Background: an optimization exercise with open tools, aiming at small area and a short achievable clock period. Do not read the settings as production practice. Only simulation tests tie the RTL to the original design; equivalence was not proved.

### flow/config.mk
export PLATFORM = sky130hd
export DESIGN_NAME = Posit_Adder
export DESIGN_NICKNAME = Posit_Adder
export VERILOG_FILES = /design/flow/design.v
export SDC_FILE = /design/flow/constraint.sdc
export NUM_CORES = 4
export LEC_CHECK = 0
export CAP_MARGIN = 20
export CORE_MARGIN = 2
export CORE_UTILIZATION = 40
export SLEW_MARGIN = 20
### flow/constraint.sdc
create_clock -name core_clock -period 120.0 [get_ports {clk}]
set_input_delay 24.0000 -clock core_clock [delete_from_list [all_inputs] [get_ports {clk}]]
set_output_delay 24.0000 -clock core_clock [all_outputs]
set_load 0.01 [all_outputs]
### flow/design.v
module twoscompl(a,out);
  parameter N = 32;
  input [N-1:0] a;
  output reg [N-1:0] out;
  reg [N-2:0]pseudo ;
  reg [N-2:0]pseudo2 ;
  always @*
    begin
      pseudo2 = a[N-2:0];
      pseudo = ~pseudo2+1'b1 ;
      if ( a[N-1] )
        begin
          out = { a[N-1] , pseudo };
        end
      else 
        out = a;
    end
endmodule
module twoscompl_k(a,out);
  parameter N = 32;
  input [N-1:0] a;
  output reg [N-1:0] out;
  reg [N-2:0]pseudo ;
  reg [N-2:0]pseudo2 ;
  always @*
    begin
      pseudo2 = a[N-2:0];
      pseudo = ~pseudo2+1'b1 ;
      if ( a[N-1] )
        begin
          out = { a[N-1] , pseudo };
        end
      else 
        out = a;
    end
endmodule
module operand(common_operand , carryx, final_expo,final_k );
  parameter N=32, ES=4;
  input [0:31]common_operand ;
  input [0:31] carryx;
  output [0:ES-1]final_expo;
  output [0:31]final_k;
  wire [0:31]final_operand; 
  wire [0:31]k_final ;
  wire [0:31] k_interim, k_interim2 , k_interim3 , k_interim5;
  wire [0:32] k_interim4 ;
  wire k_sign ;
  assign final_operand = common_operand + carryx ;
  assign final_expo = final_operand%(2**ES);
  twoscompl_k a1( final_operand , k_interim );
  assign k_sign = k_interim[0] ;
  assign k_interim2 = k_interim << 1'b1 ; 
  assign k_interim3 = k_interim2 >> (ES) ;
  assign k_interim4 = { k_sign , k_interim3}>> 1'b1 ;
  assign k_interim5 = k_interim4 [1:32] ;
  twoscompl_k a2(k_interim5, k_final);
  assign final_k = { {ES{final_operand[0]}} , final_operand[0:31-ES] } ;
endmodule
module regime_bit_detector(inp, k, arr);
  parameter N=32;
  input [N-1:0]inp;
  output reg [31:0]k;
  output reg [31:0]arr;
  integer flag;
  integer count;
  integer i;
  always @*
    begin
      flag = 0;
      count = 0;
      arr = N-1;
      for(i=N-2; i>0; i=i-1)
        begin
          if (inp[i]==1'b1)
            begin
              if (flag==0)
                begin
                  count=count+1;
                  if (inp[i-1]==1'b0)
                    begin
                      flag=1;
                      arr=count+1'b1;                     
                    end
                end
            end
          else if (inp[i]==1'b0)
            begin
              if (flag==0)
                begin
                  count=count+1;
                  if (inp[i-1]==1'b1)
                    begin
                      flag=1;
                      arr=count+1'b1;
                    end
                end
            end
        end
      if (flag==0)
        count = count+1;
      if (inp[N-2]==1'b1)
        k = {1'b0,count-1'b1};
      else if (inp[N-2]==1'b0)
        k = {1'b1,~count+1'b1}; 
      else
        k = 32'b0;
    end
endmodule 
module twoscompl_m(a,out);
  parameter M = 32,ES=4;
  parameter N=35;
  input [N-1:0] a;
  output reg [N-1:0] out;
  reg [N-2:0]pseudo ;
  reg [N-2:0]pseudo2 ;
  always @*
    begin
      pseudo2 = a[N-2:0];
      pseudo = ~pseudo2+1'b1 ;
      if ( a[N-1] )
        begin
          out = { a[N-1] , pseudo };
        end
      else 
        out = a;
    end
endmodule
module mantisa(mantisa_a, mantisa_b, ext_a , ext_b , sign_a,sign_b,sign_out, carryx, mantisa_out);
  parameter N=32, ES=4 ;
  input [0:N-1]mantisa_a, mantisa_b;
  input [0:31]ext_a ,ext_b ;
  input sign_a , sign_b;
  output [0:31]carryx ;
  output sign_out ;
  output [0:N-1]mantisa_out;
  reg [0:31]carryx_i ;
  reg [0:N+1]mantisa_out_i ;
  wire [0:N+1]x;
  wire [0:N+1]y;
  wire [0:N+2] x_final ;
  wire [0:N+2] y_final ;
  wire [0:N+2] x_zz ;
  wire [0:N+2] y_zz ;
  wire [0:N+2] z    ;
  wire [0:N+2] z_zz ;
  wire [0:N+1] z_nn ;
  assign x = { 1'b0 , 1'b1, mantisa_a[0:N-1] }>>ext_a ;
  assign y = { 1'b0 , 1'b1, mantisa_b[0:N-1] }>>ext_b ;
  assign x_final = { sign_a & (|x) , x } ;
  assign y_final = { sign_b & (|y) , y } ;
  twoscompl_m a1( x_final ,x_zz ); 
  twoscompl_m a2( y_final ,y_zz );
  assign z = x_zz + y_zz ;
  twoscompl_m a3( z , z_zz) ;  
  assign sign_out = z_zz[0];
  assign z_nn = z_zz[1:N+1] <<1 ;
  integer index ;
  integer flag ;
  integer i ;
  always @* 
    begin
        index = 0 ;
        flag = 0 ;
        for (i=0 ; i< (N+2) ; i=i+1 ) 
          begin 
            if(flag == 0)
              begin
                if (z_nn[i] == 0)
                  index = index+1 ;
                else 
                  begin 
                    if (z_nn[i] == 1)
                      begin
                        index = index + 1 ;
                        flag = flag + 1 ;
                      end
                  end
              end
            else
              index = index + 0 ;
          end
      carryx_i = 32'b0000_0000_0000_0000_0000_0000_0000_0010  - index ;
      mantisa_out_i = z_nn<<index ;
    end
  assign carryx = carryx_i ;
  assign mantisa_out = mantisa_out_i[0:N-1] ;
endmodule
module k_to_regime(k,regime);
  parameter N= 32 ;
  input [0:31]k;
  output [0:N-1]regime ;
  wire sign ;
  wire [0:31]magnitude ;
  wire [0:31]magnitude2 ;
  wire [0:31]magnitude3 ;
  reg [0:N-1]r ;
  assign sign =  k [0] ;
  twoscompl_k a1(k , magnitude3 );
  assign magnitude = magnitude3<<1;
  assign magnitude2 = magnitude>>1; 
  integer i;
  always @*
    begin
      for (i =0 ; i<N ; i=i+1)
        begin
          if (sign)
            r[i] = (magnitude2 == i) ;
          else
            r[i] = ((magnitude2+1) != i) ;
        end
    end
  assign regime = r  ;  
endmodule
module sub_Posit_Adder(sign_a, sign_b,expo_a,expo_b, k_a,k_b,mantisa_a, mantisa_b, Final_posit);
  parameter N=32, ES =4;
  input sign_a,sign_b;
  input [0:ES-1] expo_a;
  input [0:ES-1] expo_b;
  input [0:31]k_a;
  input [0:31]k_b;
  input [0:N-1]mantisa_a, mantisa_b;
  wire [0:31]carryx;
  wire sign_out;
  wire [0:ES-1]final_expo;
  wire [0:31]final_k;
  wire [0:N-1]mantisa_out;
  wire [0:N-1]regime_out ;
  wire [0:31]   final_regime_len ;
  wire [0:31]   dummy_k ;
  wire [0:N-1] A ;
  wire [0:N-1]      A_rshift ;
  wire [0: 2*N +ES] A_big ;
  wire [0: 2*N +ES]      A_reqd ;
  output [0:N-1]Final_posit;
  wire [0:31]operand_a ;
  wire [0:31]operand_b ;
  wire [0:31]common_operand ;
  wire [0:31]ext_a ;
  wire [0:31]ext_b ;
  wire [0:31] op_a1;
  wire [0:31] op_b1;
  wire sign_op_a1,sign_op_b1;
  reg [0:31] common_operand_1;
  assign operand_a = expo_a + (2**ES)*(k_a) ;
  assign operand_b = expo_b + (2**ES)*(k_b) ;
  twoscompl_k j1(operand_a, op_a1);
  twoscompl_k m1(operand_b, op_b1);
  assign sign_op_a1 = op_a1[0];
  assign sign_op_b1 = op_b1[0];
  always @*
    begin 
      if(sign_op_a1==1 && sign_op_b1==0)
          common_operand_1 = operand_b;
      else if (sign_op_a1==0 && sign_op_b1==1)
        common_operand_1 = operand_a;
      else if(sign_op_a1==0 && sign_op_b1==0)
        common_operand_1 = (op_a1 > op_b1 )? operand_a : operand_b ;
      else
        common_operand_1 = (op_a1 < op_b1 )? operand_a : operand_b ; 
    end
  assign common_operand = common_operand_1 ;
  assign ext_a = common_operand - operand_a ;
  assign ext_b = common_operand - operand_b ;
  mantisa     a1 (mantisa_a, mantisa_b, ext_a , ext_b , sign_a,sign_b,sign_out, carryx, mantisa_out);
  operand     a2 (common_operand ,carryx, final_expo,final_k);
  k_to_regime a3 (final_k , regime_out) ;
  assign A = { sign_out , regime_out[0:N-2] } ;
  regime_bit_detector a4(A, dummy_k , final_regime_len) ;
  assign A_rshift = A>>(N - final_regime_len -1'b1);
  assign A_big = { A_rshift , final_expo , mantisa_out } ;
  assign A_reqd = A_big<<(N - final_regime_len)  ;
  assign Final_posit = A_reqd[0:N-1] ;
endmodule
module extraction(inpt, r, sign, exp,frac);
  parameter N=32,ES=4 ;
  input [N-1:0]inpt;
  input [9:0]r ;
  output sign;
  output [ES-1:0]exp;
  output [N-1:0]frac;
  wire [N-1:0]inpt1,inpt2 ;
  assign sign = inpt[N-1];
  assign inpt1 = inpt<<(1+r) ;
  assign exp = inpt1[N-1:N-ES];
  assign inpt2 = inpt1<<ES ;
  assign frac = inpt2;
endmodule
module Posit_Adder(A1,B1,clk, reset,OUT);
  parameter N=32,ES=4;
  input [0:N-1] A1,B1 ;
  input clk, reset;
  output reg [0: N-1] OUT ;
  reg [0:N-1] a,b ;
  reg [0: N-1] out ;
  always@(posedge clk) begin
    if(reset) begin
      a<=32'b0;
      b<=32'b0;
      OUT<=32'b0;
    end
    else begin
      a<=A1;
      b<=B1;
      OUT<=out;
    end
  end
  wire sign_a,sign_b;
  wire [0:ES-1] expo_a;
  wire [0:ES-1] expo_b;
  wire [0:31] k_a;
  wire [0:31] k_b;
  wire [0:N-1] mantisa_a, mantisa_b;
  wire [0:N-1]Final_posit ;
  wire [0:N-1]Final_posit_perfect ;
  wire [0:N-1]A;
  wire [0:N-1]B; 
  wire [0:31]r_a, r_b ;
  twoscompl a1(a,A);
  twoscompl a2(b,B);
  regime_bit_detector a3(A, k_a , r_a); 
  regime_bit_detector a4(B, k_b , r_b); 
  extraction a5(A, r_a, sign_a, expo_a, mantisa_a);
  extraction a6(B, r_b, sign_b, expo_b, mantisa_b);
  sub_Posit_Adder  a7(sign_a, sign_b,expo_a,expo_b, k_a,k_b,mantisa_a, mantisa_b, Final_posit);
  twoscompl a12(Final_posit,Final_posit_perfect);
  always @(posedge clk)
    begin
      if(A=='b0)
        out <= b;
      else if(B=='b0)
        out <= a;
      else if((a[0]==1'b1 & a[1:N-1]=='b0) | (b[0]==1'b1 & b[1:N-1]=='b0) )
        out <= 1'b1 << (N-1);  
      else if(A[1:N-1]==B[1:N-1] & A[0]==!B[0])
        begin
          out <= 'b0;
        end
      else
        begin
          out <= Final_posit_perfect;
        end
    end
endmodule
### flow/run.sh
#!/bin/bash
# synth_recipe.tcl (not shown) runs the flow's synth.tcl, then flattens the netlist and writes it again
# the make line also repeats each setting of config.mk as NAME=value (left out here)
make -C /OpenROAD-flow-scripts/flow DESIGN_CONFIG=/design/flow/config.mk WORK_HOME=/design/flow/orfs CLKGATE_MAP_FILE= SYNTH_SCRIPT=/design/flow/synth_recipe.tcl finish
==> run summary <==
==> flip-flops by register name (all words and copies together), names as in the netlist <==
register / count
a: 32
b: 32
OUT: 32
out: 32
==> final cells by class <==
class	count	area, um2
Multi-Input combinational cell	11039	75000
Timing Repair inverter	1	5.00
Antenna cell	2	5.00
Clock buffer	18	439
Timing Repair Buffer	324	2700
Fill cell	21462	116000
Clock inverter	13	155
Inverter	446	1690
Tap cell	2672	3340
Sequential cell	128	2560
==> through the flow <==
stage	setup slack, ps	hold slack (ps)
5_1_grt	-7.76	463
3_5_place_dp	4550	429
6_report	8420	439
2_1_floorplan	22760	414
4_1_cts	4000	443
3_3_place_gp	6730	431
==> metal layers <==
layer / GRT usage, % / vias up / share of wire (%)
met5: 0 / - / 0.026
met3: 3.84 / 751 / 8.1
met4: 10.9 / 4 / 4.1
li1: - / 44651 / -
met1: 41.9 / 45642 / 43
met2: 50.9 / 4596 / 45
==> cell usage after synthesis, drive strengths merged (173+ instances only) <==
cell,number
nand2,1409
nor2,1241
o21ai,895
xnor2,889
a21oi,808
nor3,477
ha,467
clkbuf,466
nand3,460
inv,437
xor2,427
mux2i,288
and3,222
a31oi,184
and2,181
buf,173
==> cells in the final DEF (no fill, tap or decap), types with 119 or more instances in the layout <==
master	instances
nor2b_1	167
mux2i_1	280
buf_4	222
a21oi_1	788
a211oi_1	145
nand2b_1	124
dfxtp_1	128
inv_1	419
and2_1	170
nor4_1	136
xor2_1	400
and3_1	216
ha_1	462
o211ai_1	156
nand3_1	457
xnor2_1	817
o21ai_0	797
or3_1	126
o22ai_1	119
nor2_1	1218
nand2_1	1401
nand4_1	153
a31oi_1	180
nor3_1	442
==> worst max-delay path, delay by kind of cell (launching register included) <==
kind                       cells  cell delay (ps)
adders and majority gates     88            28230
xor gates and xnor gates      31             7960
AOI/OAI and AO/OA            133            31390
buffers and inverters         44             4900
and+or+nand+nor              149            31890
DFF                            1              430
muxes                         28             6440
==> what timing repair did <==
action	CTS	global route
endpoints found under the hold margin	0	0
endpoints found under the setup margin	0	32
hold buffers	0	0
setup buffers	0	18
gates resized for setup	0	91
==> cells by family (layout without fill, tap and decap cells) <==
kind of cell	after synthesis	count (layout)
AO/OA/AOI/OAI	3651	3651
other	2	42
XOR/XNOR	1399	1399
flip-flops	128	128
buffers and inverters	1088	802
adder cells (fa/ha/maj)	482	482
AND/OR/NAND/NOR	5070	5072
multiplexers	395	395
==> path summary, 6_finish.rpt <==
path                  end  slack [ps]  cells past startpoint
setup / recovery  out[21]        8420                    473
hold / removal    OUT[21]         440                      1
setup reg to reg  out[21]        8420                    473
hold reg to reg   OUT[21]         440                      1
==> metrics.csv <==
metric,value,unit
status,timing/DRC/antenna clean,
area share of and/or/nand/nor cells after synthesis,30.7,%
Placed Cells,14587,
I/O Buffers,97,
Final period util,93.0,%
ys async rst share,0,%
Final Setup Violations,0,
core box area,202000,um2
Starting Density,40.2,%
Max Clock Freq,8.96,MHz
post-synthesis adder-cell area fraction,7.43,%
max incr delay on CP,740,ps
Clock Latency Late Sink,420,ps
CP startpoint kind,flop,
synthesized area,81200,um2
Syn Inst Count,12215,
vias per inst,6.53,
worst slew pin tran,1180,ps
Clock Skew,14.0,ps
ys flop type,dfxtp_1,
Die ar.,207000,um2
DRT iter0 DRCs,11549,
proportion of synthesized area in mux cells,5.24,%
Final Hold Fails,0,
crit-path most repeated cell,ha_1,
CP required,120290,ps
Avg Synthesized Cell Area,6.65,um2
GRT Resource Usage Total,31.2,%
Clock Tree Root,clkbuf_16,
Die Y,455,um
Post-DP HPWL,275,mm
largest net degree at the start of global routing,97,
yosys warns,10,
sequential area share after synthesis,3.16,%
nets,12494,
total CTS buffers,17,
final number of max-transition violations,0,
final core utilization,42.6,%
number of synthesized flops with an enable pin,0,
"Reg clk slew, reported paths",60,ps
CTS tree,built,
DIE WIDTH,455,um
fin area,85900,um2
first-pass GRT wire length,525,mm
H-Tree Depth,4,
setup TNS,0,ps
synthesized flop and latch total,128,
slowest CP cell,a311oi_1,
Compound-Gate Fraction of Synth Area,30.6,%
clock buffer depth,2,
Wirelength per Cell,23.4,um
Worst setup EP type,flop,
relative slew slack,19.1,%
CP Class,flop to flop,
top cell type's share of synthesized area,9.07,%
min-delay src,out[21],
Post-Route WL,343,mm
layout cells sized above 1,7.67,%
vias in the first global route,88804,
Synth area leader,xnor2_1,
Netlist cell types,169,
WP data arrival,111870,ps
"critical path fanouts, max",36,
Post-DRT Antenna Nets,0,
GPL Wtd Cong,1.05,
largest family of logic cells by synthesized area,simple AND/OR/NAND/NOR gates,
max-cap violations,0,
Reg2Reg Launch Point,b[14],
overflow left after global routing,0,
final cell count without fillers,14643,
Post-Synth XOR/XNOR Area,17.2,%
Worst setup startpoint,b[14],
Tmin final,111580,ps
Area Growth Syn to Fin,5.86,%
area post-placement,84700,um2
Hold Path Class,flop to flop,
Ports,98,
First-pass DRT Iterations,7,
via count,95644,
synth top area cells,"xnor2_1 9.1%, ha_1 7.2%, nand2_1 6.5%",
Residual DRC,0,
CTS Sinks,128,
Std-Cell Rows,165,
antenna violations before repair,3,

separate check: timing with driven ports:
The results above use ideal ports. As a check the final layout listed here was re-extracted and re-timed, cells and wires unchanged. Step 1 sets driving cells, clkbuf_16 on the clock port and buf_2 on the other inputs (assumed; they add their load-dependent delay and slew). Step 2 also shifts input and output timing later by t, the mid clock arrival at the registers, as if the neighbouring blocks saw the same clock. a / b / c = ideal ports / drivers / drivers and shift; a / b = the first two.
t, ns: 0.449
slack for setup (ns): 8.423 / 8.423 / 8.423
worst setup path at the end: register to register
worst data-port slew with drivers (ns): 0.06
pins driven straight from the clock port: 1
After both steps this run still meets setup and hold. For this run, drivers alone change the setup slack by 0.000 ns; drivers and shift together by 0.000 ns.
